This design comes from an exercise in tuning for small area and a short achievable clock period on the open sky130 flow, not from production work.
Where RTL was checked, it was by simulation tests only, not by an equivalence proof against the original.
No activity file was given, so power comes from the tool's default toggle rates.

==> flow/design.v (excerpt) <==
module mac #(
    parameter DATA_WIDTH = 16,
              OUT_WIDTH = 32
)(
    input clk,
    input rst,
    input clr,
    input [DATA_WIDTH - 1: 0] a,
    input [DATA_WIDTH - 1: 0] b,
    output reg [OUT_WIDTH-1: 0] out
);
Size in the first run: about 590 cells after synthesis, about 5100 um2 of cells after synthesis.
==> flow/config.mk <==
export PLATFORM = sky130hd
export DESIGN_NAME = mac
export DESIGN_NICKNAME = mac
export VERILOG_FILES = /design/flow/design.v
export SDC_FILE = /design/flow/constraint.sdc
export NUM_CORES = 4
export LEC_CHECK = 0
export ABC_AREA = 1
export CAP_MARGIN = 0
export CORE_MARGIN = 2
export CORE_UTILIZATION = 40
export CTS_BUF_LIST = sky130_fd_sc_hd__clkbuf_4 sky130_fd_sc_hd__clkbuf_8
export CTS_CLUSTER_SIZE = 40
export SLEW_MARGIN = 0
==> flow/constraint.sdc <==
create_clock -name core_clock -period 12.0 [get_ports {clk}]
set_input_delay 2.4000 -clock core_clock [delete_from_list [all_inputs] [get_ports {clk}]]
set_output_delay 2.4000 -clock core_clock [all_outputs]
set_load 0.01 [all_outputs]
standard.sh (not shown) runs the stock make flow with config.mk's settings and CLKGATE_MAP_FILE= SYNTH_SCRIPT=/design/flow/synth_recipe.tcl, a recipe that flattens the netlist after the stock synthesis.
==> flow/flow/run.sh <==
#!/bin/bash
# Standard ORFS layout (the standard.sh), with port buffers of a plain buffer
# cell and setup repair aiming further below the clock period. Make's full output
# goes to flow_make.log; ORFS keeps each tool's log under orfs/logs.
set -euo pipefail
bash standard.sh \
  "BUFFER_PORTS_ARGS=-buffer_cell sky130_fd_sc_hd__buf_1" \
  SETUP_SLACK_MARGIN=8.6  \
  finish > flow_make.log 2>&1
Edit:
--- a/flow/flow/run.sh
+++ b/flow/flow/run.sh
@@ -8 +8 @@
-  SETUP_SLACK_MARGIN=8.6  \
+  SETUP_SLACK_MARGIN=8.7 "CTS_ARGS=-sink_clustering_enable -repair_clock_nets -dont_use_dummy_load -sink_clustering_size 40 -buf_list {sky130_fd_sc_hd__clkbuf_4 sky130_fd_sc_hd__clkbuf_8}" SKIP_GATE_CLONING=1 \
--- a/flow/config.mk
+++ b/flow/config.mk
@@ -9 +9 @@
-export CAP_MARGIN = 0
+export CAP_MARGIN = 20
@@ -12,3 +12 @@
-export CTS_BUF_LIST = sky130_fd_sc_hd__clkbuf_4 sky130_fd_sc_hd__clkbuf_8
-export CTS_CLUSTER_SIZE = 40
-export SLEW_MARGIN = 0
+export SLEW_MARGIN = 20
Result:
- power drops by a few percent
- routed wire length climbs slightly
- final area climbs by a few percent
- fmax climbs by a few percent
Edit:
--- a/flow/flow/run.sh
+++ b/flow/flow/run.sh
@@ -8 +8 @@
-  SETUP_SLACK_MARGIN=8.7 "CTS_ARGS=-sink_clustering_enable -repair_clock_nets -dont_use_dummy_load -sink_clustering_size 40 -buf_list {sky130_fd_sc_hd__clkbuf_4 sky130_fd_sc_hd__clkbuf_8}" SKIP_GATE_CLONING=1 \
+  SETUP_SLACK_MARGIN=8.7 \
--- a/flow/config.mk
+++ b/flow/config.mk
@@ -11,0 +12,2 @@
+export CTS_BUF_LIST = sky130_fd_sc_hd__clkbuf_4 sky130_fd_sc_hd__clkbuf_8
+export CTS_CLUSTER_SIZE = 40
The new run completed with no timing, DRC or antenna violations.
Area after synthesis does not change.
Flip-flop and latch count does not change.
Routed wire length goes up slightly.
Edit:
--- a/flow/flow/run.sh
+++ b/flow/flow/run.sh
@@ -8 +8 @@
-  SETUP_SLACK_MARGIN=8.7 \
+  SETUP_SLACK_MARGIN=8.6 "CTS_ARGS=-sink_clustering_enable -repair_clock_nets -dont_use_dummy_load -sink_clustering_size 30 -sink_clustering_max_diameter 200 -buf_list {sky130_fd_sc_hd__clkbuf_8 sky130_fd_sc_hd__clkbuf_16}" \
--- a/flow/config.mk
+++ b/flow/config.mk
@@ -12,2 +11,0 @@
-export CTS_BUF_LIST = sky130_fd_sc_hd__clkbuf_4 sky130_fd_sc_hd__clkbuf_8
-export CTS_CLUSTER_SIZE = 40
Routed wire length decreases slightly.
First-iteration DRC count falls by a quarter to a third.
Count of clock-buffer cells in the layout is lower by 2.
Clock power is higher by roughly a tenth.
Edit:
--- a/flow/flow/run.sh
+++ b/flow/flow/run.sh
@@ -8 +8 @@
-  SETUP_SLACK_MARGIN=8.6 "CTS_ARGS=-sink_clustering_enable -repair_clock_nets -dont_use_dummy_load -sink_clustering_size 30 -sink_clustering_max_diameter 200 -buf_list {sky130_fd_sc_hd__clkbuf_8 sky130_fd_sc_hd__clkbuf_16}" \
+  SETUP_SLACK_MARGIN=8.6 RECOVER_POWER=100 \
--- a/flow/config.mk
+++ b/flow/config.mk
@@ -11,0 +12,2 @@
+export CTS_BUF_LIST = sky130_fd_sc_hd__clkbuf_4 sky130_fd_sc_hd__clkbuf_8
+export CTS_CLUSTER_SIZE = 40
Now the flow ran to the end with violations: capacitance limit, slew limit.
Core utilization came out lower by 0.60 points.
Wire length came out lower by about 1%.
Critical path depth came out higher by 5.
Setup slack loses 1.9 ns.
Clock power came out lower by 11%.
Final area came out lower by 1.3%.
Non-clock buffer count came out lower by 3.


mac, a different RTL version from the one above (not shown whole).
Size: roughly 680 cells after synthesis, about 86 flip-flops, ~67 I/O pins, roughly 5800 um^2 of cells after synthesis.
Settings: LEC_CHECK=0, CAP_MARGIN=20, CORE_MARGIN=2, CORE_UTILIZATION=40, SLEW_MARGIN=20; clock period 12.0 ns.
==> flow/flow/run.sh <==
#!/bin/bash
# Standard ORFS layout, with port buffers of a plain buffer cell and setup repair
# aiming further below the clock period. Make's full output goes to flow_make.log.
set -euo pipefail
bash standard.sh \
  "BUFFER_PORTS_ARGS=-buffer_cell sky130_fd_sc_hd__buf_2" \
  SETUP_SLACK_MARGIN=${MARGIN:-8.5} \
  finish > flow_make.log 2>&1
Then changed:
==> flow/flow/run.sh (replaced) <==
#!/bin/bash
# Standard ORFS layout (the standard.sh), with port buffers of a plain buffer
# cell and setup repair aiming further below the clock period. Make's full output
# goes to flow_make.log; ORFS keeps each tool's log under orfs/logs.
set -euo pipefail
bash standard.sh \
  "BUFFER_PORTS_ARGS=-buffer_cell sky130_fd_sc_hd__buf_2" \
  SETUP_SLACK_MARGIN=9.0 \
  finish > flow_make.log 2>&1
Effect: The new run went through all stages and came out clean; area after synthesis is unchanged; via count went up by 8.7%; cell count came out higher by about 7%; total power grows by 3.9%; sequential power is about the same; setup slack gets better by 44 ps; global-route usage is higher by 2.4 points.
Then changed:
==> flow/run.sh (new file) <==
#!/bin/bash
# synth_recipe.tcl (not shown) runs the flow's synth.tcl, then flattens the netlist and writes it again
# the make line also repeats each setting of config.mk as NAME=value (left out here)
make -C /OpenROAD-flow-scripts/flow DESIGN_CONFIG=/design/flow/config.mk WORK_HOME=/design/flow/orfs CLKGATE_MAP_FILE= SYNTH_SCRIPT=/design/flow/synth_recipe.tcl finish
removed: flow/flow/run.sh
removed: flow/standard.sh
Result: Power drops by a little under a tenth; cell count drops by roughly a tenth; global-route usage drops by 2.9 points; wire length drops by about a fifth; final area drops by about a fifth; critical path depth drops by 3; via count drops by a little under a tenth; maximum frequency drops by about a fifth.
Then changed:
==> flow/flow/run.sh (new file) <==
#!/bin/bash
# Standard ORFS layout (the standard.sh), with port buffers of a plain buffer
# cell and setup repair aiming further below the clock period. Make's full output
# goes to flow_make.log; ORFS keeps each tool's log under orfs/logs.
set -euo pipefail
bash standard.sh \
  "BUFFER_PORTS_ARGS=-buffer_cell sky130_fd_sc_hd__buf_1" \
  SETUP_SLACK_MARGIN=8.8 \
  finish > flow_make.log 2>&1
==> flow/standard.sh (new file) <==
#!/bin/bash
# synth_recipe.tcl (not shown) runs the flow's synth.tcl, then flattens the netlist and writes it again
# the make line also repeats each setting of config.mk as NAME=value (left out here)
make -C /OpenROAD-flow-scripts/flow DESIGN_CONFIG=/design/flow/config.mk WORK_HOME=/design/flow/orfs CLKGATE_MAP_FILE= SYNTH_SCRIPT=/design/flow/synth_recipe.tcl "${@:-finish}"
removed: flow/run.sh
Outcome: Worst hold slack gains 40 ps; worst setup slack gains 900 ps; via count grows by 6.0%; flip-flop and latch count stays the same; critical path depth grows by 1; total power grows by 6.3%; area after synthesis does not change.
No functional check of the RTL was part of any run of this note.


Setup of nickel:
RTL: one of the versions met above, not the one the previous note started from.
For scale: ~590 cells after synthesis, roughly 87 flip-flops, ~67 I/O pins, about 5100 sq um of cells after synthesis.
export LEC_CHECK = 0
export ABC_AREA = 1
export CAP_MARGIN = 20
export CORE_MARGIN = 2
export CORE_UTILIZATION = 40
export CTS_BUF_LIST = sky130_fd_sc_hd__clkbuf_4 sky130_fd_sc_hd__clkbuf_8
export CTS_CLUSTER_SIZE = 40
export PLACE_DENSITY = 0.8
export SLEW_MARGIN = 20
create_clock -name core_clock -period 12.0 [get_ports {clk}]
==> flow/flow/run.sh <==
#!/bin/bash
# Standard ORFS layout (the standard.sh), with port buffers of a plain buffer
# cell and setup repair aiming further below the clock period. Make's full output
# goes to flow_make.log; ORFS keeps each tool's log under orfs/logs.
set -euo pipefail
bash standard.sh \
  "BUFFER_PORTS_ARGS=-buffer_cell sky130_fd_sc_hd__buf_1" \
  SETUP_SLACK_MARGIN=8.6 \
  finish > flow_make.log 2>&1
For yarrow, these inputs were changed with respect to nickel:
# nickel
export LEC_CHECK = 0
export ABC_AREA = 1
export CAP_MARGIN = 20
export CORE_MARGIN = 2
export CORE_UTILIZATION = 40
export CTS_BUF_LIST = sky130_fd_sc_hd__clkbuf_4 sky130_fd_sc_hd__clkbuf_8
export CTS_CLUSTER_SIZE = 40
export PLACE_DENSITY = 0.8
export SLEW_MARGIN = 20
create_clock -name core_clock -period 12.0 [get_ports {clk}]
# yarrow
export LEC_CHECK = 0
export ABC_AREA = 1
export CAP_MARGIN = 20
export CORE_MARGIN = 2
export CORE_UTILIZATION = 40
export SLEW_MARGIN = 20
create_clock -name core_clock -period 12.0 [get_ports {clk}]
-- flow/flow/run.sh --
<<< nickel, line 8
  SETUP_SLACK_MARGIN=8.6 \
>>> yarrow, line 8
  SETUP_SLACK_MARGIN=8.7 "CTS_ARGS=-sink_clustering_enable -repair_clock_nets -dont_use_dummy_load -sink_clustering_size 40 -buf_list {sky130_fd_sc_hd__clkbuf_4 sky130_fd_sc_hd__clkbuf_8}" \
## What came out
- yarrow reached the final stage; the timing, DRC and antenna checks on its layout passed.
- Diff nickel -> yarrow: total wire length decreased by about 1.2% relative to the old numbers, fmax increased by 2.4% relative to the old numbers.
- Compared with nickel, yarrow shows share of the cycle needed by the critical path after routing lower by 0.65 points.
- yarrow vs nickel — leakage power total rose about 5.6%.

static timing again, ports no longer ideal:
The results above use ideal ports. As a check the final layouts listed here were re-extracted and re-timed, cells and wires unchanged. Step 1 sets driving cells, clkbuf_16 on the clock port and buf_2 on the other inputs (assumed; they add their load-dependent delay and slew). Step 2, shift: input delay + t, output delay - t, t = (earliest + latest rising clock arrival at the registers) / 2. This alone moves slack from input paths to output paths. a / b / c = no drivers / after step 1 / after step 2; a / b = the first two.
| run | t (ns) | setup slack, ns | worst hold slack (ns) | worst data-port slew with drivers (ns) |
|---|---|---|---|---|
| the first run of note 1 | 0.387 | 8.660 / 8.628 / 8.335 | 0.476 / 0.476 / 0.476 | 0.04 |
| the second run of note 1 | 0.397 | 8.734 / 8.701 / 8.441 | 0.479 / 0.479 / 0.479 | 0.04 |
| the third run of note 1 | 0.402 | 8.728 / 8.695 / 8.433 | 0.473 / 0.473 / 0.473 | 0.04 |
| the fourth run of note 1 | 0.365 | 8.675 / 8.639 / 8.358 | 0.473 / 0.473 / 0.473 | 0.04 |
| the fifth run of note 1 | 0.388 | 6.795 / 6.805 / 6.418 | 0.477 / 0.477 / 0.477 | 0.04 |
| the first run of note 2 | 0.389 | 8.524 / 8.526 / 8.138 | 0.470 / 0.470 / 0.470 | 0.05 |
| the second run of note 2 | 0.389 | 8.569 / 8.561 / 8.172 | 0.523 / 0.523 / 0.523 | 0.06 |
| the third run of note 2 | 0.387 | 7.665 / 7.687 / 7.300 | 0.478 / 0.478 / 0.478 | 0.03 |
| the fourth run of note 2 | 0.392 | 8.565 / 8.547 / 8.155 | 0.517 / 0.517 / 0.517 | 0.06 |
| nickel | 0.408 | 8.658 / 8.623 / 8.362 | 0.471 / 0.471 / 0.471 | 0.04 |
| yarrow | 0.395 | 8.736 / 8.703 / 8.421 | 0.479 / 0.479 / 0.479 | 0.04 |
For the fourth run of note 2, which loses most, drivers alone change the setup slack by -0.018 ns; drivers and shift together by -0.410 ns.
